This is an optimization exercise on Yosys and OpenROAD, whose aim is small area, a short achievable clock period and few clock cycles per item, not a production implementation. Where RTL was checked, it was by simulation tests only, not by an equivalence proof against the original.

## lane 2
## calc_core
module calc_core (
	input             clk,
	input             rst,
	input             start,
	input      [9:0]  op,
	input      [19:0] a,
	input      [19:0] b,
	output            busy,
	output reg        done,
	output reg [19:0] result,
	output            neg,
	output     [47:0] hex
	);
	localparam OP_ADD  = 10'b0000000001;
	localparam OP_SUB  = 10'b0000000010;
	localparam OP_MUL  = 10'b0000000100;
	localparam OP_DIV  = 10'b0000001000;
	localparam OP_LOG  = 10'b1000000001;
	localparam OP_POW  = 10'b1000000010;
	localparam OP_FACT = 10'b1000000100;
	localparam OP_D2R  = 10'b1000001000;
	localparam N = 4;  
	reg        busy_r;
	reg        mode_pow;    
	reg        divz;        
	reg        acc1;        
	reg [19:0] ra;          
	reg [19:0] rb;          
	reg [2:0]  cnt;         
	assign busy = busy_r;
	assign neg  = result[19];
	wire accept = start & ~busy_r;
	wire        pmul   = rb[0] & ~acc1;            
	wire [19:0] mx = busy_r ? (pmul ? result : ra) : a;
	wire [19:0] my = busy_r ? ra : (op[1] ? a : b);
	wire [19:0] pp [0:19];
	genvar gi;
	generate
  ...
Settings: LEC_CHECK=0, ABC_AREA=1, CAP_MARGIN=20, CORE_MARGIN=2, CORE_UTILIZATION=40, SLEW_MARGIN=20; clock period 55.0 ns.
standard.sh (not shown) runs the stock make flow with config.mk's settings and CLKGATE_MAP_FILE= SYNTH_SCRIPT=/design/flow/synth_recipe.tcl, a recipe that flattens the netlist after the stock synthesis.
==> flow/flow/run.sh <==
#!/bin/bash
# The standard layout, with a stronger buffer on every input and output port
# than buffer_ports picks by default.
set -euo pipefail
bash standard.sh "BUFFER_PORTS_ARGS=-buffer_cell sky130_fd_sc_hd__buf_2" finish > standard_make.log 2>&1
Testbench counts of lane 2, summed over its fixed seeds: cycles 2,871, items 1,920.
Relative to lane 2, the following input files were edited for lane 5:
-- flow/design.v --
<<< lane 2, line 33
	wire        pmul   = rb[0] & ~acc1;            
	wire [19:0] mx = busy_r ? (pmul ? result : ra) : a;
	wire [19:0] my = busy_r ? ra : (op[1] ? a : b);
	wire [19:0] pp [0:19];
	genvar gi;
>>> lane 5, line 33
	wire        pmul   = rb[0] & ~acc1;            
	wire [19:0] mx = busy_r ? (pmul ? result : ra) : a;
	wire [19:0] my = busy_r ? ra : (op[9] ? a : b);
	wire [19:0] pp [0:19];
	genvar gi;
<<< lane 2, line 442
		end
	end
	reg [4:0] la, lb;
	integer m;
	always @* begin
		la = 5'd0;
		lb = 5'd0;
		for (m = 0; m < 20; m = m + 1) begin
			if (a[m]) la = m + 1;
			if (b[m]) lb = m + 1;
		end
	end
	wire [4:0] ldiff = la - lb;
	wire       qzero = (la < lb);
	wire [19:0] log_r = {15'd0, (la[4:1] == 4'd0) ? 5'd0 : la - 5'd1};
	reg [2:0]  j0;
	always @* begin
>>> lane 5, line 442
		end
	end
	function [4:0] msb;
		input [19:0] v;
		reg [15:0] x1;
		reg [7:0]  x2;
		reg [3:0]  x3;
		reg [1:0]  x4;
		begin
			msb[4] = |v[19:16];
			x1 = msb[4] ? {12'd0, v[19:16]} : v[15:0];
			msb[3] = |x1[15:8];
			x2 = msb[3] ? x1[15:8] : x1[7:0];
			msb[2] = |x2[7:4];
			x3 = msb[2] ? x2[7:4] : x2[3:0];
			msb[1] = |x3[3:2];
			x4 = msb[1] ? x3[3:2] : x3[1:0];
			msb[0] = x4[1];
		end
	endfunction
	wire [4:0] pa = msb(a);
	wire [4:0] pb = msb(b);
	wire [4:0] ldiff = pa - pb;
	wire       qzero = (a == 20'd0) | (pa < pb);
	wire [19:0] log_r = {15'd0, pa};
	reg [2:0]  j0;
	always @* begin
<<< lane 2, line 556
	function [7:0] seg;
		input [3:0] d;
		begin
			case (d)
			4'd0: seg = 8'b11000000;
			4'd1: seg = 8'b11111001;
			4'd2: seg = 8'b10100100;
			4'd3: seg = 8'b10110000;
			4'd4: seg = 8'b10011001;
			4'd5: seg = 8'b10010010;
			4'd6: seg = 8'b10000010;
			4'd7: seg = 8'b11111000;
			4'd8: seg = 8'b10000000;
			4'd9: seg = 8'b10010000;
			default: seg = 8'b11111111;
			endcase
		end
	endfunction
>>> lane 5, line 566
	function [7:0] seg;
		input [3:0] d;
		reg sa, sb, sc, sd, se, sf, sg;
		begin
			sa = d[3] | d[1] | (d[2] & d[0]) | (~d[2] & ~d[0]);
			sb = ~d[2] | (~d[1] & ~d[0]) | (d[1] & d[0]);
			sc = d[2] | ~d[1] | d[0];
			sd = d[3] | (~d[2] & ~d[0]) | (~d[2] & d[1]) | (d[1] & ~d[0]) |
			     (d[2] & ~d[1] & d[0]);
			se = (~d[2] & ~d[0]) | (d[1] & ~d[0]);
			sf = d[3] | (~d[1] & ~d[0]) | (d[2] & ~d[1]) | (d[2] & ~d[0]);
			sg = d[3] | (d[2] & ~d[1]) | (~d[2] & d[1]) | (d[1] & ~d[0]);
			seg = {1'b1, ~sg, ~sf, ~se, ~sd, ~sc, ~sb, ~sa};
		end
	endfunction
## What came out
On cell count after synthesis: lane 5 sits below lane 2. Comparing lane 5 and lane 2, area after synthesis is lower on lane 5. Compared with lane 2, routed wire length in lane 5 increased by a few percent. Relative to lane 2, lane 5 improves total via count after detailed routing. The hold slack in lane 5 was lower than what lane 2 gave. Lane 5 vs. lane 2: largest incremental delay on the critical path went down 0.07 ns, global routing usage on met1 rose by 0.90 points, tap cell count moved down, synthesized-area fraction occupied by ao, oa, aoi and oai cells up 0.94 points, data arrival time of the critical path went down by 0.39 ns. Compared with lane 2, lane 5 ends up with less cell area.
No functional check of the RTL was part of lane 5.

---

Setup of birch:
Another version of the RTL of calc_core (not shown whole).
Size in the first run: ~4000 cells after synthesis, about 68 flip-flops, roughly 25000 sq um of cells after synthesis.
// calc_core
module calc_core (
	input             clk,
	input             rst,
	input             start,
	input      [9:0]  op,
	input      [19:0] a,
	input      [19:0] b,
	output            busy,
	output reg        done,
	output reg [19:0] result,
	output            neg,
	output     [47:0] hex
	);
==> flow/config.mk <==
export PLATFORM = sky130hd
export DESIGN_NAME = calc_core
export DESIGN_NICKNAME = calc_core
export VERILOG_FILES = /design/flow/design.v
export SDC_FILE = /design/flow/constraint.sdc
export NUM_CORES = 4
export LEC_CHECK = 0
export ABC_AREA = 1
export CAP_MARGIN = 50
export CORE_MARGIN = 2
export CORE_UTILIZATION = 40
export SLEW_MARGIN = 70
==> flow/constraint.sdc <==
create_clock -name core_clock -period 55.0 [get_ports {clk}]
set_input_delay 11.0000 -clock core_clock [delete_from_list [all_inputs] [get_ports {clk}]]
set_output_delay 11.0000 -clock core_clock [all_outputs]
set_load 0.01 [all_outputs]
run.sh (not shown) runs the stock make flow with config.mk's settings and CLKGATE_MAP_FILE= SYNTH_SCRIPT=/design/flow/synth_recipe.tcl, a recipe that flattens the netlist after the stock synthesis.
Stock flow here: none of the scripts above is used.
birch | stages: all done | timing, DRC, antenna: all pass
Setup changes, birch to cedar
--- a/flow/design.v
+++ b/flow/design.v
@@ -108,27 +108,30 @@
 	wire pzero = (a == 20'd0) ||
 		(a[0]   == 1'b0  && b >= 20'd20) ||
 		(a[1:0] == 2'd0  && b >= 20'd10) ||
 		(a[2:0] == 3'd0  && b >= 20'd7)  ||
 		(a[3:0] == 4'd0  && b >= 20'd5)  ||
 		(a[4:0] == 5'd0  && b >= 20'd4)  ||
 		(a[6:0] == 7'd0  && b >= 20'd3)  ||
 		(a[9:0] == 10'd0 && b >= 20'd2);
+	wire take_prod = busy_r ?
+		(mode_pow & ((rb[0] & ~acc1) | (~rb[0] & acc1 & (rb[19:1] == 19'd1)))) :
+		(start & ((op == OP_MUL) | ((op == OP_POW) & (b == 20'd2) & ~pzero)));
 	always @(posedge clk) begin
 		done <= 1'b0;
 		if (rst) begin
 			busy_r <= 1'b0;
 		end else if (!busy_r) begin
 			if (start) begin
 				divz <= 1'b0;
 				case (op)
 				OP_ADD:  begin result <= addsub; done <= 1'b1; end
 				OP_SUB:  begin result <= addsub; done <= 1'b1; end
-				OP_MUL:  begin result <= prod;  done <= 1'b1; end
+				OP_MUL:  done <= 1'b1;
 				OP_LOG:  begin result <= log_r; done <= 1'b1; end
 				OP_FACT: begin result <= fact_r; done <= 1'b1; end
 				OP_D2R:  begin result <= d2r_r; done <= 1'b1; end
 				OP_DIV: begin
 					rb <= b;
 					mode_pow <= 1'b0;
 					if (b == 20'd0) begin
 						result <= 20'd0; divz <= 1'b1; done <= 1'b1;
@@ -148,17 +151,17 @@
 				end
 				OP_POW: begin
 					mode_pow <= 1'b1;
 					if (b == 20'd0) begin
 						result <= a; done <= 1'b1;
 					end else if (pzero) begin
 						result <= 20'd0; done <= 1'b1;
 					end else if (b == 20'd2) begin
-						result <= prod; done <= 1'b1;
+						done <= 1'b1;
 					end else begin
 						result <= b[0] ? a : 20'd1;
 						acc1 <= ~b[0];
 						ra <= prod;
 						rb <= {1'b0, b[19:1]};
 						if (b[19:1] == 19'd0) done <= 1'b1;
 						else busy_r <= 1'b1;
 					end
@@ -176,31 +179,30 @@
 		end else begin
 			if (rb[0]) begin
 				if (acc1) begin
 					result <= ra;
 					acc1 <= 1'b0;
 					ra <= prod;
 					rb <= {1'b0, rb[19:1]};
 				end else begin
-					result <= prod;
 					rb[0] <= 1'b0;
 				end
 				if (rb[19:1] == 19'd0) begin
 					busy_r <= 1'b0; done <= 1'b1;
 				end
 			end else begin
 				ra <= prod;
 				rb <= {1'b0, rb[19:1]};
 				if (acc1 && rb[19:1] == 19'd1) begin
-					result <= prod;
 					busy_r <= 1'b0; done <= 1'b1;
 				end
 			end
 		end
+		if (!rst && take_prod) result <= prod;
 	end
 	function [7:0] seg;
 		input [3:0] d;
 		begin
 			case (d)
 			4'd0: seg = 8'b11000000;
 			4'd1: seg = 8'b11111001;
 			4'd2: seg = 8'b10100100;
Results
cedar has completed all stages; timing, DRC and antenna checks passed.
When cedar is measured against birch, its final-stage net count turns out 154 lower.
From birch to cedar the numbers moved as follows: average footprint of a synthesized cell flat, critical path depth down 2, final critical-path share of the clock period flat, core utilization up 0.54 points.
cedar against birch; wire length the detailed router placed on met1 is down by a little under 10%.
Looking at timing endpoint of the critical path, the hex[35] result is from birch; the hex[25] one comes from cedar.
Of the two values seen for top routing layer in use, met4 was produced by cedar and met5 by birch.
Between cedar and birch, the maximum clock rate figures differ only marginally.
Going from birch to cedar, number of different library cells in the post-synthesis netlist grows by about 4%.
Minimum clock period: cedar higher than birch
Of birch and cedar, cedar shows the lower final design area excluding fillers, with birch above it.
Relative max-transition margin for cedar: 0.73 points up relative to birch
Testbench counts of cedar, summed over its fixed seeds: cycles 2,871, items 1,920.
Only the layout flow was run in birch; the RTL was not checked for function there.

---

Another version of the RTL of calc_core (not shown whole).
Size: ~3800 cells after synthesis, roughly 68 flip-flops, about 120 I/O pins.
clock: 55.0 ns
lec_check: 0
abc_area: 1
cap_margin: 20
core_margin: 2
core_utilization: 40
slew_margin: 20
standard.sh (not shown) runs the stock make flow with config.mk's settings and CLKGATE_MAP_FILE= SYNTH_SCRIPT=/design/flow/synth_recipe.tcl, a recipe that flattens the netlist after the stock synthesis.
Scripts as last shown in full above: flow/flow/run.sh
Then changed:
--- a/flow/design.v
+++ b/flow/design.v
@@ -25,21 +25,21 @@
 	reg        divz;        
 	reg        acc1;        
 	reg [19:0] ra;          
 	reg [19:0] rb;          
 	reg [2:0]  cnt;         
 	assign busy = busy_r;
 	assign neg  = result[19];
 	wire accept = start & ~busy_r;
 	wire        pmul   = rb[0] & ~acc1;            
 	wire [19:0] mx = busy_r ? (pmul ? result : ra) : a;
-	wire [19:0] my = busy_r ? ra : (op[9] ? a : b);
+	wire [19:0] my = busy_r ? ra : (op[1] ? a : b);
 	wire [19:0] pp [0:19];
 	genvar gi;
 	generate
 		for (gi = 0; gi < 20; gi = gi + 1) begin : g_pp
 			assign pp[gi] = {20{mx[gi]}} & my;
 		end
 	endgenerate
 	wire ms1 = pp[0][19] ^ pp[1][18];
 	wire mc1 = pp[0][19] & pp[1][18];
 	wire ms2 = pp[0][13] ^ pp[1][12];
@@ -380,25 +380,21 @@
 	wire mc169 = (ms151 & mc130) | (mc150 & (ms151 ^ mc130));
 	wire ms170 = ms152 ^ mc132 ^ mc151;
 	wire mc170 = (ms152 & mc132) | (mc151 & (ms152 ^ mc132));
 	wire ms171 = ms153 ^ mc134 ^ mc152;
 	wire mc171 = (ms153 & mc134) | (mc152 & (ms153 ^ mc134));
 	wire [19:0] mt0 = {ms171, ms170, ms169, ms168, ms167, ms166, ms165, ms164, ms163, ms162, ms161, ms160, ms159, ms158, ms157, ms156, ms155, ms154, pp[0][1], pp[0][0]};
 	wire [19:0] mt1 = {mc170, mc169, mc168, mc167, mc166, mc165, mc164, mc163, mc162, mc161, mc160, mc159, mc158, mc157, mc156, mc155, mc154, pp[2][0], pp[1][0], 1'b0};
 	wire        use_tree = busy_r | op[2] | op[9];
 	wire [19:0] sum_x = use_tree ? mt0 : a;
 	wire [19:0] sum_y = use_tree ? mt1 : (b ^ {20{op[1]}});
-	wire        sum_c = op[1] & ~use_tree;
-	wire [11:0] sum_lo  = {1'b0, sum_x[9:0], 1'b1} + {1'b0, sum_y[9:0], sum_c};
-	wire [10:0] sum_hi0 = {1'b0, sum_x[19:10]} + {1'b0, sum_y[19:10]};
-	wire [10:0] sum_hi1 = {sum_x[19:10], 1'b1} + {sum_y[19:10], 1'b1};
-	wire [19:0] prod  = {sum_lo[11] ? sum_hi1[10:1] : sum_hi0[9:0], sum_lo[10:1]};
+	wire [19:0] prod  = sum_x + sum_y + {19'd0, op[1] & ~use_tree};
 	wire [19:0] addsub = prod;
 	function [19:0] fact_lut;
 		input [4:0] x;
 		begin
 			case (x)
 			5'd0: fact_lut = 20'd1;
 			5'd1: fact_lut = 20'd1;
 			5'd2: fact_lut = 20'd2;
 			5'd3: fact_lut = 20'd6;
 			5'd4: fact_lut = 20'd24;
Result: The new run finished clean. Final area shrinks slightly. Cell count shrinks slightly. Fmax is about the same. Synthesized area shrinks by a few percent. Core utilization grows by 0.33 points. First-iteration DRC count grows slightly. Hold slack improves by 0.0075 ns. Die area shrinks by a few percent. Clock skew is about the same.
Testbench counts after the change, summed over its fixed seeds: cycles 2,871, items 1,920.
No functional check of the RTL was part of the first run of this note.

-- what the ideal ports hide --
In the flow no input, the clock included, has a driving cell. The finished layouts below were timed again as built, in two steps.
Step 1 assumes that a clkbuf_16 drives the clock port and a buf_2 every other input.
Step 2 adds t to the input delays and takes it off the output delays; t is the mean of the earliest and latest rising clock arrival at the registers after step 1. Input paths then give back, and output paths get back, about the clock's delay inside the block.
Three values: ideal, step 1, step 2; two values: the first two.
| run | t (ns) | setup WS [ns] | worst setup path at the end | latest minus earliest clock arrival (ns) | worst register clock-pin slew, ns |
|---|---|---|---|---|---|
| lane 2 | 0.388 | 36.036 / 36.058 / 35.670 | input to register | 0.010 / 0.010 | 0.07 / 0.07 |
| lane 5 | 0.389 | 36.532 / 36.518 / 36.129 | input to register | 0.011 / 0.010 | 0.07 / 0.07 |
| birch | 0.383 | 35.787 / 35.750 / 35.508 | input to register | 0.007 / 0.007 | 0.06 / 0.06 |
| cedar | 0.387 | 35.766 / 35.721 / 35.625 | input to register | 0.006 / 0.005 | 0.06 / 0.06 |
| the first run of note 3 | 0.384 | 36.724 / 36.681 / 36.506 | input to register | 0.011 / 0.012 | 0.07 / 0.07 |
| the second run of note 3 | 0.376 | 36.767 / 36.725 / 36.647 | input to register | 0.011 / 0.011 | 0.07 / 0.07 |
After both steps setup and hold are still met in every run listed. For lane 5, which loses most, drivers alone change the setup slack by -0.014 ns; drivers and shift together by -0.403 ns.
